What follows belongs to an exercise in optimizing a design on an open flow for small area and a short achievable clock period; a production flow would make more cautious choices.
RTL that was checked went through simulation tests only; none was proved equivalent to the original.
The RTL of runs 1 to 8 was laid out without a check of its function.
Power and IR drop assume default switching activity.

### flow/design.v
module O22AI (
    input  wire a1, a2, b1, b2,
    output wire y
);
    assign y = ~((a1 | a2) & (b1 | b2));
endmodule
module NOR2 (
    input  wire a, b,
    output wire y
);
    assign y = ~(a | b);
endmodule
module OR16 (
    input  wire [15:0] x,
    output wire        y
);
    assign y = |x;
endmodule
module DEC5N (
    input  wire [4:0]  a,
    output wire [31:1] n
);
    genvar k;
    generate
        for (k = 1; k < 32; k = k + 1) begin : g_dec
            assign n[k] = (a != k);
        end
    endgenerate
endmodule
module XOR2 (
    input  wire a, b,
    output wire y
);
    assign y = a ^ b;
endmodule
module PC4 (
    input  wire [3:0] x,
    output wire [2:0] c
);
    wire h0, k0, h1, k1, hk;
    XOR2 u_h (.a(x[0]), .b(x[1]), .y(h0));
    XOR2 u_k (.a(x[2]), .b(x[3]), .y(k0));
    assign h1 = x[0] & x[1];
    assign k1 = x[2] & x[3];
    XOR2 u_c0 (.a(h0), .b(k0), .y(c[0]));
    XOR2 u_hk (.a(h1), .b(k1), .y(hk));
    assign c[1] = hk | (h0 & k0);
    assign c[2] = h1 & k1;
endmodule
module PC8 (
    input  wire [7:0] x,
    output wire [3:0] c
);
    wire [2:0] u, v;
    PC4 u_lo (.x(x[3:0]), .c(u));
    PC4 u_hi (.x(x[7:4]), .c(v));
    wire c1 = u[0] & v[0];
    wire uv1;
    XOR2 u_0 (.a(u[0]), .b(v[0]), .y(c[0]));
    XOR2 u_1 (.a(u[1]), .b(v[1]), .y(uv1));
    XOR2 u_2 (.a(uv1), .b(c1), .y(c[1]));
    wire c2 = (u[1] & v[1]) | ((u[1] | v[1]) & c1);
    assign c[2] = (u[2] ^ v[2]) | c2;
    assign c[3] = u[2] & v[2];
endmodule
module CARRY8 (
    input  wire [7:0] g,
    input  wire [7:0] t,
    input  wire       cin,
    output wire [7:0] o_c
);
    wire [7:0] g0 = {g[7:1], g[0] | (t[0] & cin)};
    wire [7:0] g1, p1, g2, p2, g3;
    genvar i;
    generate
        for (i = 0; i < 8; i = i + 1) begin : g_ks
            if (i >= 1) begin : l1
                assign g1[i] = g0[i] | (t[i] & g0[i-1]);
                assign p1[i] = t[i] & t[i-1];
            end else begin : l1n
                assign g1[i] = g0[i];
                assign p1[i] = t[i];
            end
            if (i >= 2) begin : l2
                assign g2[i] = g1[i] | (p1[i] & g1[i-2]);
                assign p2[i] = p1[i] & p1[i-2];
            end else begin : l2n
                assign g2[i] = g1[i];
                assign p2[i] = p1[i];
            end
            if (i >= 4) begin : l3
                assign g3[i] = g2[i] | (p2[i] & g2[i-4]);
            end else begin : l3n
                assign g3[i] = g2[i];
            end
        end
    endgenerate
    assign o_c = {g3[6:0], cin};
endmodule
module ALU_PRE (
    input  wire [1:0] i_op,
    input  wire [7:0] i_a,
    input  wire [7:0] i_b,
    output wire [7:0] o_x,
    output wire [7:0] o_y
);
    wire sub   = (i_op == 2'b01);
    wire andop = (i_op == 2'b10);
    wire cntop = (i_op == 2'b11);
    wire asop  = !i_op[1];
    wire [7:0] bb, p, c;
    wire [3:0] ca, cb;
    genvar i;
    generate
        for (i = 0; i < 8; i = i + 1) begin : g_bit
            XOR2 u_bb (.a(i_b[i]), .b(sub), .y(bb[i]));
            XOR2 u_p  (.a(i_a[i]), .b(bb[i]), .y(p[i]));
        end
    endgenerate
    wire [7:0] g = i_a & bb;
    wire [7:0] t = i_a | bb;
    CARRY8 u_carry (.g(g), .t(t), .cin(sub), .o_c(c));
    PC8 u_ca (.x(i_a), .c(ca));
    PC8 u_cb (.x(i_b), .c(cb));
    assign o_x = ({8{cntop}} & {4'd0, ca}) | ({8{andop}} & g) | ({8{asop}} & p);
    assign o_y = ({8{cntop}} & {4'd0, cb}) | ({8{asop}} & c);
endmodule
module ALU_POST (
    input  wire       i_cnt,
    input  wire [7:0] i_x,
    input  wire [7:0] i_y,
    output wire [7:0] o_r
);
    wire [3:0] gg = i_x[3:0] & i_y[3:0];
    wire [3:0] tt = i_x[3:0] | i_y[3:0];
    wire [4:1] c;
    assign c[1] = i_cnt & gg[0];
    assign c[2] = i_cnt & (gg[1] | (tt[1] & gg[0]));
    assign c[3] = i_cnt & (gg[2] | (tt[2] & gg[1]) | (tt[2] & tt[1] & gg[0]));
    assign c[4] = i_cnt & gg[3];
    wire [7:0] pp;
    wire [4:1] s;
    genvar i;
    generate
        for (i = 0; i < 8; i = i + 1) begin : g_pp
            XOR2 u_pp (.a(i_x[i]), .b(i_y[i]), .y(pp[i]));
        end
        for (i = 1; i < 5; i = i + 1) begin : g_s
            XOR2 u_s (.a(pp[i]), .b(c[i]), .y(s[i]));
        end
    endgenerate
    assign o_r = {pp[7:5], s[4:1], pp[0]};
endmodule
module RDBIT (
    input  wire [31:1] nsel,
    input  wire [31:1] nd,
    output wire        y
);
    wire [15:0] t;
    genvar k;
    generate
        for (k = 0; k < 15; k = k + 1) begin : g_pair
            O22AI u_p (.a1(nsel[2*k+1]), .a2(nd[2*k+1]),
                       .b1(nsel[2*k+2]), .b2(nd[2*k+2]), .y(t[k]));
        end
    endgenerate
    NOR2 u_last (.a(nsel[31]), .b(nd[31]), .y(t[15]));
    OR16 u_or (.x(t), .y(y));
endmodule
module RDPORT (
    input  wire [4:0]   i_addr,
    input  wire [247:0] i_nd,       
    output wire [7:0]   o_data
);
    wire [31:1] nsel;
    DEC5N u_dec (.a(i_addr), .n(nsel));
    genvar b, k;
    generate
        for (b = 0; b < 8; b = b + 1) begin : g_bit
            wire [31:1] col;
            for (k = 1; k < 32; k = k + 1) begin : g_col
                assign col[k] = i_nd[8*(k-1)+b];
            end
            RDBIT u_bit (.nsel(nsel), .nd(col), .y(o_data[b]));
        end
    endgenerate
endmodule
module CORE #(
    parameter DATA_WIDTH = 8
)
(
    input wire i_CLK,
    input wire i_RSTn,
    input wire [31:0] i_instr,
    input wire i_valid,
    input wire i_ready1,
    output reg o_ready,
    output wire [DATA_WIDTH-1:0] o_data1,
    output wire o_valid1
);
    wire [1:0] op  = i_instr[31:30];
    wire [4:0] rd  = i_instr[29:25];
    wire [4:0] rs0 = i_instr[24:20];
    wire [4:0] rs1 = i_instr[19:15];
    reg       alu_valid;         
    reg [4:0] pend_dest;         
    reg [1:0] alu_oper;
    reg [4:0] wb_dest;
    reg       last_alu_valid;
    reg       st_show;           
    reg       st_hold;           
    wire hazard = alu_valid && (pend_dest != 5'd0) &&
                  ((rs0 == pend_dest) || (rs1 == pend_dest));
    wire alu_ready = !st_hold;
    wire load = !st_show || (!st_hold && i_ready1);
    wire wen  = st_show && i_ready1;
    assign o_valid1 = st_show;
    always @(posedge i_CLK) begin
        pend_dest <= rd;
        alu_oper  <= op;
    end
    always @(posedge i_CLK)
        if (alu_valid && alu_ready)
            wb_dest <= pend_dest;
    always @(posedge i_CLK or negedge i_RSTn)
        if (!i_RSTn) begin
            o_ready        <= 1'b0;
            alu_valid      <= 1'b0;
            last_alu_valid <= 1'b0;
            st_show        <= 1'b0;
            st_hold        <= 1'b0;
        end else begin
            o_ready        <= !hazard;
            alu_valid      <= i_valid && !hazard && alu_ready;
            last_alu_valid <= alu_valid;
            if (!st_show) begin
                st_show <= alu_valid;
            end else if (!st_hold) begin
                if (!i_ready1)
                    st_hold <= 1'b1;
                else if (!alu_valid)
                    st_show <= 1'b0;
            end else if (i_ready1) begin
                st_hold <= 1'b0;
                st_show <= last_alu_valid;
            end
        end
    reg  [247:0] rfn;            
    wire [7:0]   rd0, rd1;
    wire         rst = !i_RSTn;
    genvar k;
    generate
        for (k = 1; k < 32; k = k + 1) begin : g_row
            localparam [7:0] INIT = (k == 1) ? 8'd10 : (k == 2) ? 8'd5 : 8'd0;
            wire we = rst || (wen && wb_dest == k);
            always @(posedge i_CLK)
                if (we)
                    rfn[8*(k-1) +: 8] <= rst ? ~INIT : ~o_data1;
        end
    endgenerate
    RDPORT u_rd0 (.i_addr(rs0), .i_nd(rfn), .o_data(rd0));
    RDPORT u_rd1 (.i_addr(rs1), .i_nd(rfn), .o_data(rd1));
    wire [7:0] pre_x, pre_y;
    ALU_PRE u_pre (.i_op(alu_oper), .i_a(rd0), .i_b(rd1), .o_x(pre_x), .o_y(pre_y));
    reg       res_cnt;
    reg [7:0] res_x, res_y;
    always @(posedge i_CLK)
        if (load) begin
            res_cnt <= (alu_oper == 2'b11);
            res_x   <= pre_x;
            res_y   <= pre_y;
        end
    ALU_POST u_post (.i_cnt(res_cnt), .i_x(res_x), .i_y(res_y), .o_r(o_data1));
endmodule
### flow/run.sh
#!/bin/bash
# synth_recipe.tcl (not shown) runs the flow's synth.tcl, then flattens the netlist and writes it again
# the make line also repeats each setting of config.mk as NAME=value (left out here)
make -C /OpenROAD-flow-scripts/flow DESIGN_CONFIG=/design/flow/config.mk WORK_HOME=/design/flow/orfs CLKGATE_MAP_FILE= SYNTH_SCRIPT=/design/flow/synth_recipe.tcl finish
### flow/config.mk
export PLATFORM = sky130hd
export DESIGN_NAME = CORE
export DESIGN_NICKNAME = CORE
export VERILOG_FILES = /design/flow/design.v
export SDC_FILE = /design/flow/constraint.sdc
export NUM_CORES = 4
export LEC_CHECK = 0
export CAP_MARGIN = 20
export CORE_MARGIN = 2
export CORE_UTILIZATION = 60
export SETUP_SLACK_MARGIN = 3.8
export SLEW_MARGIN = 20
export SYNTH_HIERARCHICAL = 1
### flow/constraint.sdc
create_clock -name core_clock -period 7.5 [get_ports {i_CLK}]
set_input_delay 1.5000 -clock core_clock [delete_from_list [all_inputs] [get_ports {i_CLK}]]
set_output_delay 1.5000 -clock core_clock [all_outputs]
set_load 0.01 [all_outputs]
==> results_dict.tcl, run 1 <==
set metrics [dict create \
    outcome "complete, no violations" \
    worstSetupPathType "primary input to flip-flop" \
    crit_path_end_kind "flip-flop" \
    whs_ns 0.3818 \
    finalClockSkew_ns 0.01321 \
    fin_cells 1456 \
    die_w_um 149.3 \
    wl_per_cell_um 31.93 \
    cellLeakagePower_nw 6.124 \
    rows 53 \
    hold_viol 0 \
    grt_overflow_total 0 \
    design_area_um2 17540 \
    slowest_stage "nor4_2" \
    fin_setup_tns_ns 0 \
    syn_nets 1020 \
    num_vias 10940 \
    num_antenna_cells 0 \
    syn_area_per_cell_um2 12.90 \
    p_per_area_nw_per_um2 345.3 \
    cts_inserted_buffers 28 \
    fin_ws_ns 3.365 \
    timing.final.crit_share_pct 55.13 \
    routed_wl_um 46480 \
    synth_area_um2 12670 \
    crit_family "simple AND/OR/NAND/NOR gates" \
    critPathBufInv 5 \
    crit_path_frequent_cell "buf_4" \
    gp_congestion 0.9856 \
    drt_first_pass_iters 6 \
    die_area_um2 22290 \
    drc 0 \
    drtAntennaViolNets 0 \
    cts_max_path_buffers 3 \
    pre_cts_slack_ns 1.603 \
    synthToLayoutAreaGrowth_pct 38.47 \
    drtIter0Drc 1638 \
    drv_cap 0 \
    initial_core_util_pct 60.64 \
    antenna_found_initial 2 \
    clkSinkCount 282 \
    grt_pass1_vias 10270 \
    die_h_um 149.3 \
    timing.fmax_ghz 0.2418 \
    grt_use_total_pct 39.26 \
    fin_crit_ns 4.135 \
    rsz0062_at_grt "true" \
    clk_pin_slew_ns 0.06 \
    path_cells "buf_12 -> and3b_2 -> nand2_4 -> buf_6 -> o22ai_1 -> nor4_2 -> nand4_1 -> buf_4 -> buf_4 -> xor2_2 -> xor2_1 -> buf_4 -> xor2_1 -> nand3_1 -> o21ai_0" \
    drive_above_1_share_pct 35.14 \
    critPathMaxFanout 6 \
    final_core_util_pct 83.97 \
    maxSlewViolCount 0 \
    hold_path.class "flip-flop to flip-flop" \
    grt_start_max_net_pins 57 \
    htree_num_levels 1 \
    io_pins 46 \
    finalSetupViolCount 0 \
    critPathMaxStageDelay_ns 0.46 \
    arrival_ns 4.45 \
    cts_tree "yes" \
    synthCells 982 \
    fin_nets 1198 \
    slew_headroom_pct 22.22 \
    start_kind "primary input" \
    core-area_um2 20890 \
    multiInputGateArea_um2 6071 \
    hpwl_um 27570 \
    finalPower_mw 6.057 \
    tightest_slew_ns 1.159 \
    ir_drop_v 0.0002657 \
    yosys_warnings 7 \
    register_area_um2 8373 \
    dp_cells 1282 \
    cp.required_ns 7.81 \
    drt-vias-per-instance 7.516 \
    portBuffers 30 \
    placed_cell_area_um2 13770 \
    grt_pass1_wl_um 63490 \
    clock_latency_ns 0.55 \
    num-fill-cells 1002 \
    cts_root_buf "clkbuf_16" \
]
==> per-layer routing <==
layer	wire [um]	global-route usage (%)	share of wire (%)
met1	15690	50.93	34
met2	21150	61.87	46
met3	6318	9.725	14
met5	27	0	0.058
met4	3294	20.38	7.1
==> flip-flops by register name, summed over array words and instances (netlist names) <==
name / count
rfn: 248
last_alu_valid: 1
st_hold: 1
st_show: 1
o_ready: 1
alu_valid: 1
res_x: 8
alu_oper: 2
res_y: 8
pend_dest: 5
wb_dest: 5
res_cnt: 1
==> final cells by class <==
cell class / instances / area share (%)
clock inverter: 21 / 1.519
sequential: 282 / 47.74
clock buffer: 30 / 4.159
inverter: 15 / 0.3210
multi-input combinational: 666 / 34.61
timing repair buffer: 167 / 9.694
tap: 275 / 1.962
==> final timing paths <==
check / from / end / slack [ns] / cells after the start
worst max register to register: alu_oper[1] / res_y[7] / 4.32 / 7
worst max-delay path: i_instr[17] / res_y[0] / 3.37 / 15
max in group asynchronous: i_RSTn / st_show / 6.04 / 2
min in group asynchronous: i_RSTn / o_ready / 1.05 / 2
worst min register to register: alu_valid / last_alu_valid / 0.38 / 0
worst min-delay path: alu_valid / last_alu_valid / 0.38 / 0
==> worst reg2reg max path, delay by kind of cell (launching register included) <==
family	cells	cell delay, ns
compound gates	3	0.61
xor+xnor	1	0.28
flops	1	0.99
simple gates	3	1.06
==> layout by cell type (no fill, tap or decap), drive strengths merged, types with 3 or more instances in the layout <==
master,instances
edfxtp,270
o22ai,245
buf,146
nand2,94
nor4,64
xor2,50
o21ai,38
clkbuf,32
nor2,28
clkdlybuf4s50,17
and2,17
nand4,16
inv,16
clkinv,11
xnor2,10
nand2b,9
nor2b,9
or2,9
a21o,8
nand3,7
dfxtp,7
nor3b,7
bufinv,6
and3,6
a31oi,6
and3b,6
dfrtp,5
a21oi,4
nand3b,4
and2b,4
and4,4
or3,4
clkinvlp,3
nor3,3
==> report_power, final <==
| part | internal (mW) | switching (mW) | leakage [nW] | total, mW |
|---|---|---|---|---|
| logic | 0.661 | 1.05 | 3.11 | 1.72 |
| clock network | 0.910 | 0.600 | 0.485 | 1.51 |
| registers | 2.50 | 0.337 | 2.53 | 2.83 |
==> what timing repair did <==
action	4_1_cts	5_1_grt
cloned	1	2
hold buffers	0	0
gates resized for setup	262	64
setup buffers	76	44
pin swaps	76	58
endpoints found under the setup margin	19	13
==> run 2, diff against run 1 <==
--- a/flow/config.mk
+++ b/flow/config.mk
@@ -7,7 +7,7 @@
 export LEC_CHECK = 0
 export CAP_MARGIN = 20
 export CORE_MARGIN = 2
-export CORE_UTILIZATION = 60
-export SETUP_SLACK_MARGIN = 3.8
+export CORE_UTILIZATION = 40
+export SETUP_SLACK_MARGIN = 0.3
 export SLEW_MARGIN = 20
 export SYNTH_HIERARCHICAL = 1
==> run 2 against run 1 <==
Routed wire length shrank 18%; setup slack lost 1.2 ns; power shrank 11%; clock power shrank 7%; sequential power shrank 3%; via count shrank 14%; global-route usage shrank 16 points; critical endpoint is now res_y[7]; fmax shrank 23%; still clean; count of clock-buffer cells in the layout grew 6; core utilization shrank 38 points; critical path type unchanged; critical path depth shrank 4; clock skew grew 0.0047 ns.
==> results_dict.tcl, run 2 <==
set metrics [dict create \
    htree_num_levels 1 \
    num-fill-cells 2788 \
    finalSetupViolCount 0 \
    fin_nets 1077 \
    critPathMaxFanout 9 \
    syn_area_per_cell_um2 12.90 \
    crit_family "simple AND/OR/NAND/NOR gates" \
    worstSetupPathType "primary input to flip-flop" \
    p_per_area_nw_per_um2 375.4 \
    cellLeakagePower_nw 4.567 \
    clkSinkCount 282 \
    drt-vias-per-instance 6.413 \
    maxSlewViolCount 0 \
    cts_tree "yes" \
    start_kind "primary input" \
    largest_register_ffs 248 \
    worstRegToRegCells 9 \
    finalClockSkew_ns 0.01794 \
    rsz0062_at_grt "false" \
    hold_path.class "flip-flop to flip-flop" \
    grt_start_max_net_pins 57 \
    die_area_um2 33110 \
    slowest_stage "nor4_1" \
    fin_ws_ns 2.128 \
    path_cells "clkdlybuf4s50_1 -> and3b_1 -> nand2_1 -> o22ai_1 -> nor4_1 -> nand4_1 -> or2_2 -> a21o_1 -> a31oi_1 -> a32oi_1 -> and2b_1" \
    crit_path_end_kind "flip-flop" \
    cts_max_path_buffers 3 \
    antenna_found_initial 0 \
    portBuffers 30 \
    top_register "rfn" \
    io_pins 46 \
    syn_nets 1020 \
    rrSetupSlack_ns 4.09 \
    reg_top3 "rfn (248), res_x (8), res_y (8)" \
    die_w_um 182.0 \
    r2r-end "res_y[2]" \
    drv_cap 0 \
    ctsResizeCount 0 \
    rows 65 \
    clk_pin_slew_ns 0.06 \
    drtAntennaViolNets 0 \
    core-area_um2 31390 \
    layout_common_cells "edfxtp_1 (270), o22ai_1 (245), nand2_1 (91)" \
    tightest_slew_ns 1.083 \
    hold_viol 0 \
    grt_use_total_pct 22.86 \
    postCtsSetupRepairBufs 0 \
    synth_area_um2 12670 \
    die_h_um 182.0 \
    critPathBufInv 1 \
    pre_cts_slack_ns 1.652 \
    drive_above_1_share_pct 8.286 \
    grt_pass1_wl_um 56120 \
    num_vias 9389 \
    hold_path.startpoint "alu_valid" \
    worstHoldEndpoint "last_alu_valid" \
    initial_core_util_pct 40.35 \
    cts_hold_buffers 0 \
    cts_inserted_buffers 30 \
    drc 0 \
    gp_congestion 0.9462 \
    num_antenna_cells 0 \
    synthToLayoutAreaGrowth_pct 13.65 \
    synthCells 982 \
    timing.final.crit_share_pct 71.63 \
    yosys_warnings 7 \
    fin_crit_ns 5.372 \
    outcome "complete, no violations" \
    grt_pass1_vias 8865 \
    grt_overflow_total 0 \
    routed_wl_um 38280 \
    wl_per_cell_um 26.15 \
    cts_root_buf "clkbuf_16" \
    timing.fmax_ghz 0.1861 \
    clock_latency_ns 0.57 \
    hpwl_um 27040 \
    rr_startpoint "rfn[199]" \
    layout_commonest_cell "edfxtp_1" \
    cp.required_ns 7.82 \
    drtIter0Drc 1197 \
    drt_first_pass_iters 5 \
    ir_drop_v 0.0002019 \
    slew_headroom_pct 27.12 \
    crit_start "i_instr[24]" \
    arrival_ns 5.69 \
    fin_setup_tns_ns 0 \
    min_path_cells 0 \
    critPathMaxStageDelay_ns 0.87 \
]
[run 2: cell count changes in the layout (fill, tap and decap cells not counted), moves of 30 or more]
cell,delta
buf_4,-90
nor4_4,-38
nor4_1,+50
o22ai_1,+32
nand2_1,+66
nand2_4,-30
[run 2: worst max path at each step]
stage | slack, ns | depth (start not counted) | end
CTS | 2.22 | 12 | res_x[1]
finish | 2.13 | 11 | res_y[7]
global route | 2.02 | 12 | res_x[2]
detailed placement | 1.65 | 12 | res_x[1]
floorplan | 3.48 | 12 | res_y[4]
global placement | 1.71 | 11 | res_y[7]
[run 2: final cells by class]
type,instances,area (um^2),area share (%)
multi-input combinational,666,4126,28.66
clock buffer,36,773.2,5.371
timing repair buffer,44,400.4,2.781
tap,402,503.0,3.494
clock inverter,19,163.9,1.139
sequential,282,8373,58.16
inverter,15,56.30,0.3911
[run 2: routing by layer]
metal / share of wire [%] / routed length, um / track usage (%) / vias to the layer above
met5: 0 / 0 / 0 / -
li1: - / - / - / 4143
met3: 7.9 / 3026 / 3.630 / 98
met1: 41 / 15520 / 30.60 / 4653
met4: 3.7 / 1431 / 7.161 / 0
met2: 48 / 18300 / 38.41 / 495
[run 2: through the flow]
step                      cells  hold WS, ns  cell area [um^2]  total power [mW]  utilization (%)
after global placement     1409       0.3564             13450             3.980            42.86
after global routing       1464       0.3892             14400             5.660            45.86
after detailed placement   1409       0.3711             13450             4.018            42.86
final                      1464       0.3847             14400             5.404            45.86
after CTS                  1464       0.3848             14390             5.425            45.84
after floorplan             982       0.3537             12670             3.471                -
[run 2: worst register-to-register path: stages (launching register included)]
cell	delay, ns
edfxtp_1	0.36
o22ai_1	0.12
nor4_1	0.94
nand4_1	0.46
xor2_1	0.36
xor2_1	0.31
a22oi_1	0.14
o21bai_1	0.21
nand3_1	0.10
o21ai_0	0.18
[run 2: power breakdown]
group	switching [mW]	internal [mW]
sequential	0.257	2.49
combinational	0.831	0.413
clock	0.610	0.804
==> run 3, diff against run 2 <==
--- a/flow/config.mk
+++ b/flow/config.mk
@@ -8,6 +8,9 @@
 export CAP_MARGIN = 20
 export CORE_MARGIN = 2
 export CORE_UTILIZATION = 40
-export SETUP_SLACK_MARGIN = 0.3
+export CTS_BUF_LIST = sky130_fd_sc_hd__clkbuf_16
+export CTS_CLUSTER_DIAMETER = 100
+export CTS_CLUSTER_SIZE = 30
+export SETUP_SLACK_MARGIN = 3.8
 export SLEW_MARGIN = 20
 export SYNTH_HIERARCHICAL = 1
==> run 3 against run 2 <==
Sequential share of layout area is 8.9 points lower; worst hold slack better by 0.038 ns; count of clock-buffer cells in the layout is 21 lower; critical endpoint is now res_y[4]; highest routed layer unchanged.
==> results_dict.tcl, run 3 <==
set metrics [dict create \
    hold_viol 0 \
    die_w_um 182.0 \
    drc 0 \
    design_area_um2 17010 \
    antenna_found_initial 0 \
    drive_above_1_share_pct 32.59 \
    drtIter0Drc 1326 \
    clk_pin_slew_ns 0.11 \
    timing.final.crit_share_pct 51.36 \
    whs_ns 0.4224 \
    synthCells 982 \
    fin_crit_ns 3.852 \
    fin_nets 1156 \
    maxSlewViolCount 0 \
    final_core_util_pct 54.18 \
    cts_root_buf "clkbuf_16" \
    hold_path.class "flip-flop to flip-flop" \
    portBuffers 30 \
    timing.fmax_ghz 0.2596 \
    p_per_area_nw_per_um2 314.9 \
    die_area_um2 33110 \
    gp_congestion 0.8886 \
    syn_area_per_cell_um2 12.90 \
    num_antenna_cells 0 \
    synth_area_um2 12670 \
    grt_overflow_total 0 \
    start_kind "primary input" \
    syn_nets 1020 \
    htree_num_levels 1 \
    cp.required_ns 7.78 \
    cts_inserted_buffers 14 \
    drt-vias-per-instance 6.504 \
    yosys_warnings 7 \
    cts_hold_buffers 0 \
    slew_headroom_pct 20.53 \
    finalSetupViolCount 0 \
    tightest_slew_ns 1.184 \
    largest_register_ffs 248 \
    synthToLayoutAreaGrowth_pct 34.29 \
    layout_common_cells "edfxtp_1 (270), o22ai_1 (204), buf_4 (78)" \
    grt_pass1_vias 9557 \
    clock_latency_ns 0.52 \
    drv_cap 0 \
    ir_drop_v 0.0002515 \
    top_register "rfn" \
    crit_path_end_kind "flip-flop" \
    clkSinkCount 282 \
    cellLeakagePower_nw 5.656 \
    routed_wl_um 40800 \
    num-fill-cells 2503 \
    die_h_um 182.0 \
    layout_commonest_cell "edfxtp_1" \
    grt_use_total_pct 24.09 \
    critPathMaxFanout 7 \
    initial_core_util_pct 40.35 \
    arrival_ns 4.14 \
    wl_per_cell_um 26.75 \
    outcome "complete, no violations" \
    num_vias 9919 \
    rows 65 \
    rrSetupSlack_ns 4.54 \
    fin_setup_tns_ns 0 \
    worstSetupPathType "primary input to flip-flop" \
    grt_start_max_net_pins 57 \
    finalPower_mw 5.356 \
    drt_first_pass_iters 5 \
    reg_top3 "rfn (248), res_x (8), res_y (8)" \
    hpwl_um 26610 \
    cts_tree "yes" \
    drtAntennaViolNets 0 \
    finalClockSkew_ns 0.03476 \
    placed_cell_area_um2 13920 \
    io_pins 46 \
    cts_max_path_buffers 3 \
    grt_pass1_wl_um 60050 \
    rsz0062_at_grt "true" \
    core-area_um2 31390 \
]
## run 3: worst paths after layout
check	start	endpoint	cells after the start
min in group asynchronous	i_RSTn	st_hold	2
max	i_instr[18]	res_y[4]	14
min reg2reg	alu_valid	last_alu_valid	0
max reg2reg	alu_oper[1]	res_y[4]	7
min	alu_valid	last_alu_valid	0
max in group asynchronous	i_RSTn	last_alu_valid	2
## run 3: worst max-delay path: stages
cell     delay, ns
buf_12        0.11
and3b_2       0.25
buf_12        0.16
nand2_8       0.08
o22ai_4       0.08
nor4_4        0.46
nand4_1       0.14
buf_4         0.19
xor2_2        0.15
or2_4         0.26
a21o_4        0.24
a21o_1        0.19
a31o_1        0.17
and2b_1       0.14
## run 3: layout make-up
| type | count | area (um^2) | share of cell area, % |
|---|---|---|---|
| Multi-Input combinational cell | 666 | 6183 | 36.35 |
| Sequential cell | 282 | 8373 | 49.22 |
| Clock buffer | 15 | 375.4 | 2.207 |
| Tap cell | 402 | 503.0 | 2.957 |
| Timing Repair Buffer | 139 | 1436 | 8.444 |
| Inverter | 15 | 56.30 | 0.3310 |
| Clock inverter | 6 | 82.58 | 0.4855 |
## run 3: where the power goes
| group | switching (mW) | leakage (nW) | internal [mW] |
|---|---|---|---|
| clock | 0.509 | 0.223 | 0.414 |
| sequential | 0.320 | 2.53 | 2.49 |
| combinational | 0.952 | 2.90 | 0.675 |
| total | 1.78 | 5.66 | 3.57 |
## run 3: what timing repair did
item,CTS,global route
pin swaps,77,56
buffers inserted,68,25
gates resized for setup,254,94
gates cloned,1,0
endpoints found under the setup margin,19,14
## run 3: per-layer routing
metal  vias up  GRT usage, %  share of wire (%)
met3       106         4.553                 10
met1      4898         33.89                 40
met5         -             0                  0
met2       642         38.13                 46
met4         0         7.387                3.6
li1       4273             -                  -
## run 3: through the flow
stage,setup WS (ns),cells
2_1_floorplan,3.631,982
3_3_place_gp,1.708,1409
3_5_place_dp,1.646,1409
4_1_cts,3.663,1499
5_1_grt,3.559,1525
6_report,3.648,1525
==> run 4, diff against run 3 <==
--- a/flow/config.mk
+++ b/flow/config.mk
@@ -14,3 +14,4 @@
 export SETUP_SLACK_MARGIN = 3.8
 export SLEW_MARGIN = 20
 export SYNTH_HIERARCHICAL = 1
+export TNS_END_PERCENT = 20
==> run 4 against run 3 <==
Flip-flop and latch count stayed put; clock power shrank 9.4%; final cell count decreased by 0.92%; synthesized cell count stayed put; synthesized area unchanged; critical endpoint is now res_y[7]; combinational power fell by 7%; final area shrank 5.2%; sequential share of layout area is 2.7 points higher; fmax down 2.4%; still clean; worst hold slack got worse by 0.027 ns; clock skew is 0.015 ns lower; highest routed layer unchanged; setup slack got worse by 0.093 ns.
==> results_dict.tcl, run 4 <==
set metrics [dict create \
    outcome "complete, no violations" \
    core-area_um2 31390 \
    num_antenna_cells 0 \
    r2r-end "res_y[3]" \
    drtAntennaViolNets 0 \
    fin_nets 1141 \
    dp_cells 1409 \
    largest_register_ffs 248 \
    cts_tree "yes" \
    fin_cells 1511 \
    drv_cap 0 \
    routed_wl_um 39270 \
    gp_congestion 0.9194 \
    p_per_area_nw_per_um2 317.4 \
    drt_first_pass_iters 6 \
    grt_start_max_net_pins 57 \
    top_register "rfn" \
    cts_inserted_buffers 13 \
    drive_above_1_share_pct 28.58 \
    critPathMaxFanout 8 \
    timing.fmax_ghz 0.2535 \
    fin_crit_ns 3.945 \
    synthCells 982 \
    finalClockSkew_ns 0.01992 \
    die_area_um2 33110 \
    crit_path_end_kind "flip-flop" \
    htree_num_levels 1 \
    clock_latency_ns 0.50 \
    grt_overflow_total 0 \
    min_path_cells 0 \
    portBuffers 30 \
    die_h_um 182.0 \
    slew_headroom_pct 25.07 \
    worstRegToRegCells 8 \
    timing.final.crit_share_pct 52.60 \
    hold_path.startpoint "alu_valid" \
    finalSetupViolCount 0 \
    cts_max_path_buffers 3 \
    start_kind "primary input" \
    whs_ns 0.3955 \
    design_area_um2 16130 \
    tightest_slew_ns 1.117 \
    rows 65 \
    rr_startpoint "alu_oper[1]" \
    grt_pass1_wl_um 57840 \
    arrival_ns 4.20 \
    drc 0 \
    layout_commonest_cell "edfxtp_1" \
    syn_area_per_cell_um2 12.90 \
    clkSinkCount 282 \
    syn_nets 1020 \
    initial_core_util_pct 40.35 \
    rsz0062_at_grt "true" \
    synth_area_um2 12670 \
    wl_per_cell_um 25.99 \
    synthToLayoutAreaGrowth_pct 27.34 \
    maxSlewViolCount 0 \
    rrSetupSlack_ns 4.46 \
    cellLeakagePower_nw 5.504 \
    cts_root_buf "clkbuf_16" \
    fin_setup_tns_ns 0 \
    finalPower_mw 5.120 \
    antenna_found_initial 0 \
    worstSetupPathType "primary input to flip-flop" \
    hpwl_um 26120 \
    grt_use_total_pct 23.34 \
    reg_top3 "rfn (248), res_x (8), res_y (8)" \
    num-fill-cells 2598 \
    die_w_um 182.0 \
    grt_pass1_vias 9305 \
    hold_viol 0 \
    yosys_warnings 7 \
    placed_cell_area_um2 13690 \
    worstHoldEndpoint "last_alu_valid" \
    hold_path.class "flip-flop to flip-flop" \
    layout_common_cells "edfxtp_1 (270), o22ai_1 (225), buf_4 (74)" \
    cp.required_ns 7.76 \
    drt-vias-per-instance 6.406 \
    ir_drop_v 0.0002385 \
    drtIter0Drc 1393 \
    num_vias 9680 \
    clk_pin_slew_ns 0.11 \
    io_pins 46 \
]
[run 4: stage by stage]
step | worst slack, ns | utilization [%]
floorplan | 3.631 | -
global placement | 1.810 | 43.62
detailed placement | 1.745 | 43.62
CTS | 3.587 | 50.14
global route | 3.493 | 51.38
finish | 3.555 | 51.38
[run 4: critical path: stages]
cell	delay, ns
buf_12	0.11
and3b_2	0.30
buf_12	0.16
nand2_8	0.09
o22ai_1	0.09
nor4_2	0.47
nand4_1	0.21
buf_6	0.19
xor2_4	0.15
and2_4	0.19
a211o_1	0.28
o211ai_1	0.13
a32oi_1	0.14
and2b_1	0.17
[run 4: routing by layer]
layer,GRT usage [%],wire length (um)
met1,32.18,15990
met2,36.84,17830
met3,3.951,3634
met4,9.677,1816
met5,0,0
[run 4: power breakdown]
| part | switching, mW | internal [mW] | leakage (nW) |
|---|---|---|---|
| sequential | 0.289 | 2.48 | 2.53 |
| clock | 0.476 | 0.360 | 0.212 |
| combinational | 0.901 | 0.612 | 2.76 |
| total | 1.67 | 3.45 | 5.50 |
[run 4: worst max-delay path by stage]
stage / from / endpoint / slack, ns / cells past startpoint
2_1_floorplan: i_instr[16] / res_y[4] / 3.63 / 12
3_3_place_gp: i_instr[23] / res_x[1] / 1.81 / 13
3_5_place_dp: i_instr[23] / res_x[1] / 1.74 / 13
4_1_cts: i_instr[18] / res_y[7] / 3.59 / 14
5_1_grt: i_instr[19] / res_y[6] / 3.49 / 14
6_report: i_instr[19] / res_y[7] / 3.55 / 14
[run 4: repair_timing]
| action | 4_1_cts | 5_1_grt |
|---|---|---|
| gates resized for setup | 269 | 35 |
| hold buffers | 0 | 0 |
| buffers inserted | 63 | 16 |
| pin swaps | 72 | 35 |
| hold endpoints to repair | 0 | 0 |
| cloned | 1 | 0 |
| setup endpoints to repair | 19 | 15 |
[run 4: area by class of cell]
class / instances / area (um^2) / share of cell area, %
Clock inverter: 8 / 70.07 / 0.4344
Sequential cell: 282 / 8373 / 51.91
Multi-Input combinational cell: 666 / 5603 / 34.73
Tap cell: 402 / 503.0 / 3.118
Inverter: 15 / 56.30 / 0.3491
Timing Repair Buffer: 125 / 1200 / 7.439
Clock buffer: 13 / 325.3 / 2.017
==> run 5, diff against run 4 <==
--- a/flow/config.mk
+++ b/flow/config.mk
@@ -11,7 +11,6 @@
 export CTS_BUF_LIST = sky130_fd_sc_hd__clkbuf_16
 export CTS_CLUSTER_DIAMETER = 100
 export CTS_CLUSTER_SIZE = 30
-export SETUP_SLACK_MARGIN = 3.8
+export SETUP_SLACK_MARGIN = 4.1
 export SLEW_MARGIN = 20
 export SYNTH_HIERARCHICAL = 1
-export TNS_END_PERCENT = 20
==> run 5 against run 4 <==
Still clean; global-route usage fell by 0.36 points; power is 2.8% higher; clock power shrank 3.3%; synthesized area unchanged; sequential share of layout area shrank 2.4 points; critical path depth unchanged; core utilization is 2.5 points higher; sequential power up 2%; fmax up 0.61%; critical path type unchanged.
==> results_dict.tcl, run 5 <==
set metrics [dict create \
    outcome "complete, no violations" \
    largest_register_ffs 248 \
    rows 65 \
    crit_end "res_y[7]" \
    crit_start "i_instr[15]" \
    tightest_slew_ns 1.031 \
    grt_use_total_pct 22.98 \
    dr_wl_met3_um 3570 \
    drtAntennaViolNets 0 \
    die_area_um2 33110 \
    path_cells "buf_12 -> and2_4 -> buf_12 -> nand2_4 -> nor2_1 -> nor4_2 -> nand4_1 -> buf_6 -> xor2_4 -> or2_4 -> a211o_1 -> o211ai_1 -> a32oi_1 -> and2b_1" \
    drive_above_1_share_pct 34.21 \
    rrSetupSlack_ns 4.42 \
    hold_path.class "flip-flop to flip-flop" \
    initial_core_util_pct 40.35 \
    rsz0062_at_grt "true" \
    cts_root_buf "clkbuf_16" \
    drt-vias-per-instance 6.377 \
    ir_drop_v 0.0003074 \
    grt_pass1_wl_um 57640 \
    top_register "rfn" \
    timing.final.crit_share_pct 52.28 \
    num_vias 9833 \
    arrival_ns 4.18 \
    switching_share_pct 33.25 \
    die_h_um 182.0 \
    clock_latency_ns 0.50 \
    clkSinkCount 282 \
    p_seq_share_pct 53.5 \
    wl_met1_um 16230 \
    p_clk_share_pct 15.3 \
    hold_viol 0 \
    reg_top3 "rfn (248), res_x (8), res_y (8)" \
    critPathMaxFanout 8 \
    slew_headroom_pct 30.79 \
    crit_path_frequent_cell "buf_12" \
    drv_cap 0 \
    die_w_um 182.0 \
    drt_first_pass_iters 5 \
    dr_wl_met2_um 18230 \
    io_pins 46 \
    maxSlewViolCount 0 \
    whs_ns 0.4050 \
    crit_path_end_kind "flip-flop" \
    start_kind "primary input" \
    synthToLayoutAreaGrowth_pct 33.49 \
    wl_per_cell_um 25.56 \
    worstSetupPathType "primary input to flip-flop" \
    syn_area_per_cell_um2 12.90 \
    hpwl_um 26620 \
    fin_nets 1172 \
    cp.required_ns 7.75 \
    finalSetupViolCount 0 \
    cts_max_path_buffers 3 \
    core-area_um2 31390 \
    slowest_stage "nor4_2" \
    syn_nets 1020 \
    fin_crit_ns 3.921 \
    portBuffers 30 \
    fin_setup_tns_ns 0 \
    synthCells 982 \
    grt_start_max_net_pins 57 \
    yosys_warnings 7 \
    critPathMaxStageDelay_ns 0.39 \
    routed_wl_um 39410 \
    intPower_mw 3.515 \
    num_antenna_cells 0 \
    timing.fmax_ghz 0.2550 \
    antenna_found_initial 0 \
    grt_pass1_vias 9531 \
    htree_num_levels 1 \
    cts_tree "yes" \
    r2r-end "res_y[7]" \
    worstRegToRegCells 7 \
    clk_pin_slew_ns 0.12 \
    cts_hold_buffers 0 \
    cts_inserted_buffers 13 \
    cellLeakagePower_nw 5.820 \
    routed.top_layer "met4" \
    grt_overflow_total 0 \
    drtIter0Drc 1166 \
    synth_area_um2 12670 \
    num-fill-cells 2537 \
    drc 0 \
    layout_commonest_cell "edfxtp_1" \
    layout_common_cells "edfxtp_1 (270), o22ai_1 (198), buf_4 (96)" \
    switching_power_mw 1.751 \
    rr_startpoint "alu_oper[1]" \
    p_comb_share_pct 31.1 \
    gp_congestion 0.9041 \
    p_per_area_nw_per_um2 311.4 \
    finalClockSkew_ns 0.02698 \
]
==> run 5: power by group through the flow <==
| stage | Combinational [mW] | Clock [mW] | Sequential, mW |
|---|---|---|---|
| 2_1_floorplan | 0.815 | 0 | 2.70 |
| 3_3_place_gp | 1.21 | 0 | 2.78 |
| 3_5_place_dp | 1.26 | 0 | 2.79 |
| 4_1_cts | 1.54 | 0.815 | 2.79 |
| 5_1_grt | 1.78 | 0.867 | 2.88 |
| 6_report | 1.64 | 0.808 | 2.82 |
==> run 5: routing by layer <==
| layer | global-route usage (%) | up-vias |
|---|---|---|
| li1 | - | 4302 |
| met1 | 31.51 | 4897 |
| met2 | 37.61 | 539 |
| met3 | 3.911 | 95 |
| met4 | 7.161 | 0 |
| met5 | 0 | - |
==> run 5: what timing repair did <==
item / CTS / global route
buffers inserted: 81 / 32
setup endpoints to repair: 21 / 27
resized for setup: 279 / 52
gates cloned: 0 / 2
pin swaps: 65 / 35
==> run 5: area by class of cell <==
type                            count  area [um^2]  area share [%]
Timing Repair Buffer              156         1544           9.131
Multi-Input combinational cell    666         6068           35.89
Clock inverter                      8        40.04          0.2368
Sequential cell                   282         8373           49.52
Tap cell                          402        503.0           2.974
Inverter                           15        56.30          0.3330
Clock buffer                       13        325.3           1.924
==> run 5: per-stage QoR <==
step	instances	setup slack [ns]	utilization (%)	power, mW	instance area [um^2]
2_1_floorplan	982	3.631	-	3.512	13280
3_3_place_gp	1405	1.602	44.40	3.985	13940
3_5_place_dp	1406	1.534	44.51	4.046	13970
4_1_cts	1508	3.613	51.98	5.146	16320
5_1_grt	1542	3.523	53.87	5.521	16910
6_report	1542	3.579	53.87	5.266	16910
==> run 5: worst min-delay path by stage <==
stage                          from              to  slack [ns]  cells past startpoint
after CTS                 alu_valid  last_alu_valid        0.40                      0
after global routing      alu_valid  last_alu_valid        0.41                      0
final                     alu_valid  last_alu_valid        0.40                      0
after detailed placement  alu_valid  last_alu_valid        0.37                      0
after global placement    alu_valid  last_alu_valid        0.36                      0
after floorplan           alu_valid  last_alu_valid        0.35                      0
==> run 5: critical path, delay by kind of cell <==
family / cells / cell delay [ns]
buffers and inverters: 3 / 0.44
AO/OA/AOI/OAI: 3 / 0.56
XOR/XNOR: 1 / 0.18
AND/OR/NAND/NOR: 7 / 1.48
==> run 6, diff against run 5 <==
--- a/flow/config.mk
+++ b/flow/config.mk
@@ -10,7 +10,8 @@
 export CORE_UTILIZATION = 40
 export CTS_BUF_LIST = sky130_fd_sc_hd__clkbuf_16
 export CTS_CLUSTER_DIAMETER = 100
-export CTS_CLUSTER_SIZE = 30
-export SETUP_SLACK_MARGIN = 4.1
+export CTS_CLUSTER_SIZE = 24
+export SETUP_SLACK_MARGIN = 3.8
 export SLEW_MARGIN = 20
 export SYNTH_HIERARCHICAL = 1
+export TNS_END_PERCENT = 5
==> run 6 against run 5 <==
Still clean; clock skew down 0.0034 ns; setup slack improved by 0.013 ns; critical path type unchanged; count of clock-buffer cells in the layout rose by 2; die area is the same; largest cell class unchanged; synthesized area unchanged; clock power grew 6.3%.
==> results_dict.tcl, run 6 <==
set metrics [dict create \
    finalSetupViolCount 0 \
    worstSetupPathType "primary input to flip-flop" \
    rows 65 \
    drv_cap 0 \
    fin_crit_ns 3.908 \
    synthToLayoutAreaGrowth_pct 26.71 \
    cp.required_ns 7.78 \
    cts_max_path_buffers 3 \
    start_kind "primary input" \
    portBuffers 30 \
    initial_core_util_pct 40.35 \
    path_cells "buf_8 -> and3b_2 -> buf_4 -> nand2_8 -> o22ai_2 -> nor4_4 -> nand4_1 -> buf_6 -> xor2_4 -> or2_4 -> a21o_4 -> a21o_1 -> a31o_1 -> and2b_1" \
    timing.final.crit_share_pct 52.11 \
    synth_area_um2 12670 \
    slowest_stage "nor4_4" \
    fin_nets 1125 \
    cellLeakagePower_nw 5.318 \
    hpwl_um 26120 \
    worstRegToRegCells 7 \
    antenna_found_initial 0 \
    r2r-end "res_y[4]" \
    fin_setup_tns_ns 0 \
    rrSetupSlack_ns 4.51 \
    cts_tree "yes" \
    placed_cell_area_um2 13690 \
    register_area_um2 8373 \
    clk_pin_slew_ns 0.09 \
    cts_root_buf "clkbuf_16" \
    arrival_ns 4.19 \
    critPathMaxFanout 9 \
    hold_path.startpoint "alu_valid" \
    io_pins 46 \
    drt-vias-per-instance 6.402 \
    ir_drop_v 0.0001937 \
    finalPower_mw 5.100 \
    core-area_um2 31390 \
    num-fill-cells 2621 \
    crit_end "res_y[4]" \
    largest_register_ffs 248 \
    drtIter0Drc 1199 \
    yosys_warnings 7 \
    layout_common_cells "edfxtp_1 (270), o22ai_1 (224), buf_4 (60)" \
    num_vias 9577 \
    drive_above_1_share_pct 27.61 \
    routed_wl_um 38890 \
    grt_overflow_total 0 \
    slew_headroom_pct 17.56 \
    grt_start_max_net_pins 57 \
    tightest_slew_ns 1.228 \
    design_area_um2 16050 \
    syn_nets 1020 \
    p_per_area_nw_per_um2 317.8 \
    clkSinkCount 282 \
    reg_top3 "rfn (248), res_x (8), res_y (8)" \
    rr_startpoint "alu_oper[1]" \
    cts_inserted_buffers 15 \
    critPathMaxStageDelay_ns 0.36 \
    die_h_um 182.0 \
    drtAntennaViolNets 0 \
    grt_pass1_wl_um 57100 \
    multiInputGateArea_um2 5684 \
    synthCells 982 \
    syn_area_per_cell_um2 12.90 \
    maxSlewViolCount 0 \
    wl_per_cell_um 25.99 \
    outcome "complete, no violations" \
    top_register "rfn" \
    num_antenna_cells 0 \
    crit_path_end_kind "flip-flop" \
    finalClockSkew_ns 0.02359 \
    die_w_um 182.0 \
    hold_viol 0 \
    die_area_um2 33110 \
    grt_pass1_vias 9127 \
    whs_ns 0.3902 \
    drc 0 \
    clock_latency_ns 0.52 \
    hold_path.class "flip-flop to flip-flop" \
    drt_first_pass_iters 5 \
    gp_congestion 0.9194 \
    grt_use_total_pct 23.03 \
    timing.fmax_ghz 0.2559 \
    layout_commonest_cell "edfxtp_1" \
    rsz0062_at_grt "true" \
    cts_hold_buffers 0 \
    crit_start "i_instr[19]" \
    htree_num_levels 1 \
]
run 6: metrics by stage:
step                      utilization, %  setup WS, ns  std cells
after floorplan                        -         3.631        982
final                              51.13         3.592       1496
after global placement             43.62         1.810       1409
after detailed placement           43.62         1.745       1409
after CTS                          48.96         3.621       1474
after global routing               51.13         3.478       1496
run 6: cell type report:
cell class                      instances  share of cell area [%]
Timing Repair Buffer                  107                   6.346
Clock inverter                          9                  0.2495
Clock buffer                           15                   2.339
Sequential cell                       282                   52.17
Inverter                               15                  0.3508
Tap cell                              402                   3.134
Multi-Input combinational cell        666                   35.41
run 6: power by group:
group | switching [mW] | internal, mW
Sequential | 0.287 | 2.48
Combinational | 0.895 | 0.575
Clock | 0.489 | 0.369
Total | 1.67 | 3.43
run 6: worst max-delay path, delay by kind of cell:
| family | cells | cell delay, ns |
|---|---|---|
| AOI/OAI and AO/OA | 4 | 0.68 |
| xor gates and xnor gates | 1 | 0.19 |
| buffers and inverters | 3 | 0.48 |
| and+or+nand+nor | 6 | 1.32 |
run 6: what timing repair did:
| action | 4_1_cts | 5_1_grt |
|---|---|---|
| gates resized for setup | 218 | 89 |
| cloned | 0 | 0 |
| pin swaps | 59 | 58 |
| buffers inserted | 41 | 22 |
| endpoints found under the setup margin | 19 | 15 |
run 6: worst min-delay path by stage:
| stage | to | slack, ns | cells past startpoint |
|---|---|---|---|
| floorplan | last_alu_valid | 0.35 | 0 |
| global placement | last_alu_valid | 0.36 | 0 |
| detailed placement | last_alu_valid | 0.37 | 0 |
| CTS | last_alu_valid | 0.39 | 0 |
| global route | last_alu_valid | 0.42 | 0 |
| finish | last_alu_valid | 0.39 | 0 |
run 6: layer usage:
metal / track usage (%) / up-vias / routed length (um)
met5: 0 / - / 0
met4: 8.903 / 0 / 1780
met3: 4.011 / 98 / 3679
met2: 36.35 / 523 / 17710
met1: 31.95 / 4753 / 15710
li1: - / 4203 / -
==> run 7, diff against run 6 <==
--- a/flow/config.mk
+++ b/flow/config.mk
@@ -7,10 +7,11 @@
 export LEC_CHECK = 0
 export CAP_MARGIN = 20
 export CORE_MARGIN = 2
-export CORE_UTILIZATION = 40
+export CORE_UTILIZATION = 55
 export CTS_BUF_LIST = sky130_fd_sc_hd__clkbuf_16
 export CTS_CLUSTER_DIAMETER = 100
 export CTS_CLUSTER_SIZE = 24
+export PLACE_DENSITY = 0.7
 export SETUP_SLACK_MARGIN = 3.8
 export SLEW_MARGIN = 20
 export SYNTH_HIERARCHICAL = 1
==> run 7 against run 6 <==
Power increased by 0.62%; via count increased by 3.0%; sequential share of layout area increased by 1.3 points; routed wire length decreased by 0.82%; largest power group unchanged; fmax decreased by 1.2%; non-clock buffer count decreased by 15; highest routed layer unchanged; critical endpoint is now res_y[7]; flip-flop and latch count unchanged.
==> results_dict.tcl, run 7 <==
set metrics [dict create \
    final_core_util_pct 69.20 \
    fin_ws_ns 3.543 \
    design_area_um2 15670 \
    finalClockSkew_ns 0.01987 \
    cellLeakagePower_nw 5.304 \
    grt_pass1_wl_um 56190 \
    drt_first_pass_iters 6 \
    layout_common_cells "edfxtp_1 (270), o22ai_1 (227), buf_4 (54)" \
    clkSinkCount 282 \
    syn_nets 1020 \
    layout_commonest_cell "edfxtp_1" \
    critPathMaxFanout 9 \
    cts_inserted_buffers 15 \
    drt-vias-per-instance 7.229 \
    timing.final.crit_share_pct 52.76 \
    worstRegToRegCells 7 \
    grt_use_total_pct 31.19 \
    critPathMaxStageDelay_ns 0.43 \
    synth_area_um2 12670 \
    drc 0 \
    drtIter0Drc 1638 \
    r2r-end "res_y[4]" \
    cts_tree "yes" \
    die_w_um 155.8 \
    outcome "complete, no violations" \
    top_register "rfn" \
    grt_pass1_vias 9213 \
    io_pins 46 \
    hpwl_um 25590 \
    die_area_um2 24260 \
    num_antenna_cells 0 \
    start_kind "primary input" \
    worstHoldEndpoint "last_alu_valid" \
    crit_family "simple AND/OR/NAND/NOR gates" \
    clk_pin_slew_ns 0.09 \
    switching_share_pct 32.62 \
    portBuffers 30 \
    timing.fmax_ghz 0.2527 \
    die_h_um 155.8 \
    routed_wl_um 38570 \
    wl_per_cell_um 28.25 \
    drv_cap 0 \
    cts_max_path_buffers 3 \
    fin_setup_tns_ns 0 \
    critPathBufInv 3 \
    cp.required_ns 7.77 \
    fin_cells 1365 \
    clock_latency_ns 0.51 \
    grt_overflow_total 0 \
    rr_startpoint "alu_oper[1]" \
    yosys_warnings 7 \
    initial_core_util_pct 55.95 \
    antenna_found_initial 0 \
    fin_nets 1110 \
    intPower_mw 3.458 \
    finalSetupViolCount 0 \
    slew_headroom_pct 23.97 \
    rrSetupSlack_ns 4.47 \
    rows 55 \
    hold_path.startpoint "alu_valid" \
    synthCells 982 \
    crit_path_end_kind "flip-flop" \
    switching_power_mw 1.674 \
    syn_area_per_cell_um2 12.90 \
    dp_cells 1286 \
    reg_top3 "rfn (248), res_x (8), res_y (8)" \
    p_seq_share_pct 54.3 \
    htree_num_levels 1 \
    ir_drop_v 0.0002469 \
    synthToLayoutAreaGrowth_pct 23.69 \
    drive_above_1_share_pct 25.37 \
    gp_congestion 0.9580 \
    tightest_slew_ns 1.133 \
    maxSlewViolCount 0 \
    hold_viol 0 \
    slowest_stage "nor4_4" \
    cts_root_buf "clkbuf_16" \
    path_cells "buf_8 -> nor3b_4 -> buf_4 -> nand2_4 -> o22ai_1 -> nor4_4 -> nand4_1 -> buf_6 -> xor2_4 -> or2_4 -> a211o_1 -> o211ai_1 -> a32oi_1 -> and2b_1" \
    drtAntennaViolNets 0 \
    num_vias 9868 \
    min_path_cells 0 \
    p_comb_share_pct 28.3 \
    core-area_um2 22640 \
    worstSetupPathType "primary input to flip-flop" \
    rsz0062_at_grt "true" \
    fin_crit_ns 3.957 \
    pre_cts_slack_ns 1.772 \
    hold_path.class "flip-flop to flip-flop" \
    grt_start_max_net_pins 57 \
    largest_register_ffs 248 \
    p_clk_share_pct 17.3 \
    placed_cell_area_um2 13500 \
    p_per_area_nw_per_um2 327.6 \
    arrival_ns 4.22 \
]
## run 7: cell type report
| type | instances | area [um^2] |
|---|---|---|
| Multi-Input combinational cell | 666 | 5595 |
| Fill cell | 1523 | 6973 |
| Inverter | 15 | 56.30 |
| Clock inverter | 10 | 63.81 |
| Timing Repair Buffer | 92 | 847.1 |
| Sequential cell | 282 | 8373 |
| Clock buffer | 15 | 375.4 |
| Tap cell | 285 | 356.6 |
## run 7: worst max-delay path by stage
stage | from | endpoint | slack [ns] | cells after the start
5_1_grt | i_instr[17] | res_y[2] | 3.50 | 14
3_3_place_gp | i_instr[23] | res_y[7] | 1.84 | 11
3_5_place_dp | i_instr[23] | res_y[7] | 1.77 | 11
6_report | i_instr[17] | res_y[7] | 3.54 | 14
2_1_floorplan | i_instr[16] | res_y[4] | 3.63 | 12
4_1_cts | i_instr[15] | res_y[4] | 3.58 | 14
## run 7: metal layers
metal,GRT usage [%],vias up,share of wire [%]
met5,0,-,0
met4,12.63,0,4.8
met3,6.083,133,11
met2,49.56,762,46
met1,42.78,4800,38
li1,-,4173,-
## run 7: power groups by stage
stage          combinational (mW)  sequential, mW  clock (mW)
2_1_floorplan               0.798            2.70           0
3_3_place_gp                 1.18            2.77           0
3_5_place_dp                 1.21            2.79           0
4_1_cts                      1.36            2.77       0.893
5_1_grt                      1.57            2.84       0.945
6_report                     1.45            2.79       0.889
## run 7: through the flow
step	hold slack [ns]	power (mW)
floorplan	0.3537	3.494
global placement	0.3667	3.953
detailed placement	0.3708	3.998
CTS	0.3891	5.015
global route	0.4045	5.359
finish	0.3862	5.132
## run 7: what timing repair did
item	4_1_cts	5_1_grt
buffers inserted	38	15
pin swaps	42	35
resized for setup	217	72
hold buffers	0	0
setup endpoints to repair	19	15
==> run 8, diff against run 7 <==
--- a/flow/design.v
+++ b/flow/design.v
@@ -10,11 +10,27 @@
 );
     assign y = ~(a | b);
 endmodule
-module OR16 (
+module NAND4 (
+    input  wire a, b, c, d,
+    output wire y
+);
+    assign y = ~(a & b & c & d);
+endmodule
+module NOR16 (
     input  wire [15:0] x,
     output wire        y
 );
-    assign y = |x;
+    wire [7:0] n;
+    wire [1:0] m;
+    genvar i;
+    generate
+        for (i = 0; i < 8; i = i + 1) begin : g_n
+            NOR2 u_n (.a(x[2*i]), .b(x[2*i+1]), .y(n[i]));
+        end
+    endgenerate
+    NAND4 u_m0 (.a(n[0]), .b(n[1]), .c(n[2]), .d(n[3]), .y(m[0]));
+    NAND4 u_m1 (.a(n[4]), .b(n[5]), .c(n[6]), .d(n[7]), .y(m[1]));
+    NOR2  u_y  (.a(m[0]), .b(m[1]), .y(y));
 endmodule
 module DEC5N (
     input  wire [4:0]  a,
@@ -165,7 +181,9 @@
         end
     endgenerate
     NOR2 u_last (.a(nsel[31]), .b(nd[31]), .y(t[15]));
-    OR16 u_or (.x(t), .y(y));
+    wire yn;
+    NOR16 u_or (.x(t), .y(yn));
+    assign y = ~yn;
 endmodule
 module RDPORT (
     input  wire [4:0]   i_addr,
--- a/flow/config.mk
+++ b/flow/config.mk
@@ -7,11 +7,10 @@
 export LEC_CHECK = 0
 export CAP_MARGIN = 20
 export CORE_MARGIN = 2
-export CORE_UTILIZATION = 55
+export CORE_UTILIZATION = 40
 export CTS_BUF_LIST = sky130_fd_sc_hd__clkbuf_16
 export CTS_CLUSTER_DIAMETER = 100
 export CTS_CLUSTER_SIZE = 24
-export PLACE_DENSITY = 0.7
 export SETUP_SLACK_MARGIN = 3.8
 export SLEW_MARGIN = 20
 export SYNTH_HIERARCHICAL = 1
==> run 8 against run 7 <==
Routed wire length rose by 3.7%; first-iteration DRC count down 35%; final area decreased by 0.28%; critical endpoint is now res_y[1]; largest power group unchanged.
==> results_dict.tcl, run 8 <==
set metrics [dict create \
    crit_path_end_kind "flip-flop" \
    drt_first_pass_iters 6 \
    p_seq_share_pct 53.9 \
    slowest_stage "nor2_1" \
    drc 0 \
    fin_nets 1222 \
    drive_above_1_share_pct 22.90 \
    synth_area_um2 12970 \
    rr_startpoint "alu_oper[1]" \
    switching_power_mw 1.698 \
    cellLeakagePower_nw 5.466 \
    maxSlewViolCount 0 \
    start_kind "primary input" \
    fin_ws_ns 3.545 \
    tightest_slew_ns 0.9818 \
    reg_top3 "rfn (248), res_x (8), res_y (8)" \
    crit_start "i_instr[16]" \
    ir_drop_v 0.0002083 \
    antenna_found_initial 0 \
    final_core_util_pct 49.26 \
    r2r-end "res_y[3]" \
    grt_overflow_total 0 \
    timing.fmax_ghz 0.2528 \
    yosys_warnings 7 \
    wl_per_cell_um 25.09 \
    grt_pass1_wl_um 57790 \
    finalSetupViolCount 0 \
    portBuffers 30 \
    cts_tree "yes" \
    io_pins 46 \
    cts_inserted_buffers 15 \
    worstRegToRegCells 8 \
    die_h_um 184.1 \
    grt_start_max_net_pins 57 \
    drt-vias-per-instance 6.242 \
    gp_congestion 0.9304 \
    hpwl_um 27500 \
    clock_latency_ns 0.51 \
    outcome "complete, no violations" \
    fin_cells 1594 \
    p_comb_share_pct 29.5 \
    initial_core_util_pct 40.88 \
    rows 65 \
    rsz0062_at_grt "true" \
    routed_wl_um 39990 \
    top_register "rfn" \
    drtAntennaViolNets 0 \
    die_w_um 184.1 \
    fin_crit_ns 3.955 \
    grt_pass1_vias 9305 \
    num_vias 9950 \
    cts_max_path_buffers 3 \
    slew_headroom_pct 34.11 \
    dp_cells 1524 \
    critPathMaxStageDelay_ns 0.23 \
    rrSetupSlack_ns 4.44 \
    fin_setup_tns_ns 0 \
    drv_cap 0 \
    syn_area_per_cell_um2 11.85 \
    finalPower_mw 5.102 \
    largest_register_ffs 248 \
    cts_root_buf "clkbuf_16" \
    core-area_um2 31720 \
    clk_pin_slew_ns 0.09 \
    timing.final.crit_share_pct 52.73 \
    htree_num_levels 1 \
    arrival_ns 4.19 \
    p_clk_share_pct 16.7 \
    die_area_um2 33870 \
    num_antenna_cells 0 \
    hold_path.class "flip-flop to flip-flop" \
    layout_common_cells "edfxtp_1 (270), o22ai_1 (237), nor2_1 (137)" \
    synthCells 1094 \
    synthToLayoutAreaGrowth_pct 20.48 \
    grt_use_total_pct 22.96 \
    layout_commonest_cell "edfxtp_1" \
    clkSinkCount 282 \
    cp.required_ns 7.73 \
    pre_cts_slack_ns 1.886 \
    crit_end "res_y[1]" \
    switching_share_pct 33.28 \
    drtIter0Drc 1057 \
    critPathBufInv 5 \
    syn_nets 1132 \
    worstSetupPathType "primary input to flip-flop" \
    crit_family "simple AND/OR/NAND/NOR gates" \
    crit_cells 18 \
    p_per_area_nw_per_um2 326.6 \
    num-fill-cells 2779 \
    finalClockSkew_ns 0.02260 \
    intPower_mw 3.404 \
    critPathMaxFanout 8 \
    hold_viol 0 \
    path_cells "buf_6 -> nor2b_4 -> buf_12 -> buf_6 -> nand2_8 -> o22ai_1 -> nor2_1 -> nand4_1 -> nor2_2 -> inv_2 -> buf_6 -> and2_1 -> xor2_1 -> a21o_1 -> xor2_1 -> xor2_1 -> nand3_1 -> o21ai_1" \
]
-- run 8: what timing repair did --
item,CTS,global route
setup buffers,27,15
cloned,0,3
resized for setup,159,87
hold buffers,0,0
pin swaps,38,79
setup endpoints to repair,18,14
-- run 8: worst min path at each step --
stage	from	endpoint	slack, ns	cells past startpoint
3_3_place_gp	alu_valid	last_alu_valid	0.36	0
4_1_cts	alu_valid	last_alu_valid	0.39	0
5_1_grt	alu_valid	last_alu_valid	0.41	0
3_5_place_dp	alu_valid	last_alu_valid	0.37	0
6_report	alu_valid	last_alu_valid	0.39	0
2_1_floorplan	alu_valid	last_alu_valid	0.35	0
-- run 8: worst reg2reg max path: stages, from the launching register on --
cell	delay [ns]
dfxtp_1	0.89
and2b_1	0.60
xor2_4	0.32
or2_4	0.27
a21o_4	0.23
a21o_1	0.19
a21o_1	0.17
inv_1	0.05
o21ai_1	0.07
-- run 8: layer usage --
layer | global-route usage [%] | part of all wire (%) | vias to the layer above
li1 | - | - | 4409
met1 | 33.71 | 43 | 4966
met4 | 7.808 | 3.3 | 0
met3 | 2.793 | 8.3 | 65
met5 | 0 | 0 | -
met2 | 35.37 | 45 | 510
-- run 8: final cells by class --
type / instances / area, um^2 / share of cell area (%)
Sequential cell: 282 / 8373 / 53.59
Timing Repair Buffer: 92 / 944.7 / 6.046
Clock inverter: 10 / 38.79 / 0.2483
Multi-Input combinational cell: 762 / 5273 / 33.75
Tap cell: 402 / 503.0 / 3.219
Clock buffer: 15 / 375.4 / 2.403
Inverter: 31 / 116.4 / 0.7448
-- run 8: power groups by stage --
stage          logic (mW)  registers [mW]  clock network, mW
3_5_place_dp         1.31            2.77                  0
2_1_floorplan       0.817            2.70                  0
6_report             1.50            2.75              0.850
3_3_place_gp         1.29            2.75                  0
5_1_grt              1.61            2.81              0.920
4_1_cts              1.40            2.74              0.864
-- run 8: metrics by stage --
stage	cell area (um^2)	hold slack [ns]
finish	15620	0.3858
global placement	14040	0.3603
detailed placement	14040	0.3691
CTS	15080	0.3904
floorplan	13260	0.3537
global route	15620	0.4113
==> run 9, diff against run 8 <==
--- a/flow/design.v
+++ b/flow/design.v
@@ -117,6 +117,9 @@
     input  wire [1:0] i_op,
     input  wire [7:0] i_a,
     input  wire [7:0] i_b,
+    input  wire       i_load,       
+    input  wire [7:0] i_xq,
+    input  wire [7:0] i_yq,
     output wire [7:0] o_x,
     output wire [7:0] o_y
 );
@@ -138,8 +141,12 @@
     CARRY8 u_carry (.g(g), .t(t), .cin(sub), .o_c(c));
     PC8 u_ca (.x(i_a), .c(ca));
     PC8 u_cb (.x(i_b), .c(cb));
-    assign o_x = ({8{cntop}} & {4'd0, ca}) | ({8{andop}} & g) | ({8{asop}} & p);
-    assign o_y = ({8{cntop}} & {4'd0, cb}) | ({8{asop}} & c);
+    wire [7:0] hold = {8{!i_load}};
+    wire [7:0] ld   = {8{i_load}};
+    assign o_x = (hold & i_xq) |
+                 (ld & (({8{cntop}} & {4'd0, ca}) | ({8{andop}} & g) | ({8{asop}} & p)));
+    assign o_y = (hold & i_yq) |
+                 (ld & (({8{cntop}} & {4'd0, cb}) | ({8{asop}} & c)));
 endmodule
 module ALU_POST (
     input  wire       i_cnt,
@@ -278,15 +285,16 @@
     endgenerate
     RDPORT u_rd0 (.i_addr(rs0), .i_nd(rfn), .o_data(rd0));
     RDPORT u_rd1 (.i_addr(rs1), .i_nd(rfn), .o_data(rd1));
+    reg        res_cnt;
+    reg  [7:0] res_x, res_y;
     wire [7:0] pre_x, pre_y;
-    ALU_PRE u_pre (.i_op(alu_oper), .i_a(rd0), .i_b(rd1), .o_x(pre_x), .o_y(pre_y));
-    reg       res_cnt;
-    reg [7:0] res_x, res_y;
-    always @(posedge i_CLK)
-        if (load) begin
+    ALU_PRE u_pre (.i_op(alu_oper), .i_a(rd0), .i_b(rd1), .i_load(load),
+                   .i_xq(res_x), .i_yq(res_y), .o_x(pre_x), .o_y(pre_y));
+    always @(posedge i_CLK) begin
+        res_x <= pre_x;
+        res_y <= pre_y;
+        if (load)
             res_cnt <= (alu_oper == 2'b11);
-            res_x   <= pre_x;
-            res_y   <= pre_y;
-        end
+    end
     ALU_POST u_post (.i_cnt(res_cnt), .i_x(res_x), .i_y(res_y), .o_r(o_data1));
 endmodule
==> run 9 against run 8 <==
Still clean; synthesized cell count increased by 1.6%; combinational power increased by 5%; sequential share of layout area decreased by 0.78 points; via count increased by 1.5%; non-clock buffer count unchanged; routed wire length increased by 1.3%; final area decreased by 0.44%; sequential power about the same; critical endpoint is now res_y[7]; largest cell class unchanged.
==> results_dict.tcl, run 9 <==
set metrics [dict create \
    htree_num_levels 1 \
    arrival_ns 4.26 \
    syn_area_per_cell_um2 11.69 \
    start_kind "primary input" \
    crit_path_end_kind "flip-flop" \
    finalSetupViolCount 0 \
    core-area_um2 31800 \
    grt_overflow_total 0 \
    rr_startpoint "alu_oper[1]" \
    drtIter0Drc 1473 \
    clkSinkCount 282 \
    syn_nets 1149 \
    worstSetupPathType "primary input to flip-flop" \
    gp_congestion 0.9199 \
    layout_commonest_cell "edfxtp_1" \
    drv_cap 0 \
    hold_viol 0 \
    io_pins 46 \
    clk_pin_slew_ns 0.10 \
    outcome "complete, no violations" \
    antenna_found_initial 0 \
    slew_headroom_pct 29.58 \
    critPathMaxFanout 8 \
    cts_tree "yes" \
    cellLeakagePower_nw 5.341 \
    hpwl_um 27420 \
    num_antenna_cells 0 \
    grt_pass1_vias 9492 \
    cts_max_path_buffers 3 \
    synth_area_um2 12990 \
    synthCells 1111 \
    rows 65 \
    timing.final.crit_share_pct 51.49 \
    rrSetupSlack_ns 4.47 \
    hold_path.class "flip-flop to flip-flop" \
    crit_end "res_y[7]" \
    drc 0 \
    ir_drop_v 0.0001977 \
    finalPower_mw 5.186 \
    clock_latency_ns 0.52 \
    drive_above_1_share_pct 24.63 \
    largest_register_ffs 248 \
    num_vias 10100 \
    fin_nets 1235 \
    layout_common_cells "edfxtp_1 (254), o22ai_1 (221), nor2_1 (137)" \
    top_register "rfn" \
    p_per_area_nw_per_um2 333.4 \
    die_w_um 184.2 \
    fin_setup_tns_ns 0 \
]
run 9: cell count changes in the layout (fill, tap and decap cells not counted), moves of 8 or more:
cell      delta
edfxtp_1    -16
o22ai_1     -16
dfxtp_1     +15
nand2_2     +14
o22ai_2     +13
nand2b_1    +11
nand2_1     -10
inv_1        -9
nor2_2       +9
buf_4        +8
nand4b_1     +8
run 9: worst min path at each step:
stage | startpoint | endpoint | slack [ns] | cells past startpoint
floorplan | alu_valid | last_alu_valid | 0.35 | 0
global placement | alu_valid | last_alu_valid | 0.36 | 0
detailed placement | alu_valid | last_alu_valid | 0.37 | 0
CTS | alu_valid | last_alu_valid | 0.39 | 0
global route | alu_valid | last_alu_valid | 0.40 | 0
finish | alu_valid | last_alu_valid | 0.39 | 0
run 9: final cells by class:
| type | instances | area [um^2] |
|---|---|---|
| clock buffer | 15 | 375.4 |
| multi-input combinational | 785 | 5434 |
| clock inverter | 11 | 50.05 |
| timing repair buffer | 92 | 855.8 |
| fill | 2821 | 16240 |
| tap | 435 | 544.3 |
| inverter | 21 | 81.33 |
| sequential | 282 | 8214 |
run 9: what timing repair did:
action                     CTS  global route
resized for setup          145           108
hold buffers                 0             0
pin swaps                   25            81
gates cloned                 0             1
buffers inserted            23            26
setup endpoints to repair   19            15
run 9: metal layers:
| metal | vias to the layer above | GRT usage (%) | wire, um | share of wire (%) |
|---|---|---|---|---|
| li1 | 4461 | - | - | - |
| met1 | 5018 | 32.63 | 16560 | 41 |
| met2 | 534 | 37.84 | 18640 | 46 |
| met3 | 87 | 2.727 | 3575 | 8.8 |
| met4 | 0 | 7.648 | 1750 | 4.3 |
| met5 | - | 0 | 0 | 0 |
run 9: power by group:
| part | switching [mW] | internal, mW | leakage, nW |
|---|---|---|---|
| clock | 0.493 | 0.371 | 0.237 |
| combinational | 0.979 | 0.592 | 2.62 |
| sequential | 0.291 | 2.46 | 2.49 |
| total | 1.76 | 3.42 | 5.34 |
run 9: per-stage QoR:
step	instances	area, um^2	setup WS (ns)	utilization [%]	hold WS (ns)
finish	1641	15550	3.638	48.92	0.3869
global route	1641	15550	3.639	48.92	0.3954
CTS	1614	14900	3.685	46.85	0.3885
detailed placement	1565	14000	1.790	44.02	0.3669
global placement	1564	13980	1.818	43.95	0.3581
floorplan	1111	13220	3.802	-	0.3537
run 9: worst max-delay path, cell delays in order:
cell and delay (ns):
clkbuf_4 0.16, nor2b_4 0.15, buf_12 0.16, nand2_8 0.10, o22ai_1 0.10, nor2_2 0.17, nand4_1 0.34, nor2_2 0.29
inv_2 0.10, buf_4 0.15, xor2_1 0.18, or2_2 0.36, o21ai_0 0.17, a32oi_1 0.09, a22o_1 0.22

Re-timed with assumed drivers on the ports (clkbuf_16 on the clock, buf_2 on other inputs), run 9 has 3.565 ns of setup slack against 3.638 ns with ideal ports, and 3.011 ns once port delays also move by the mid clock arrival of 0.554 ns.
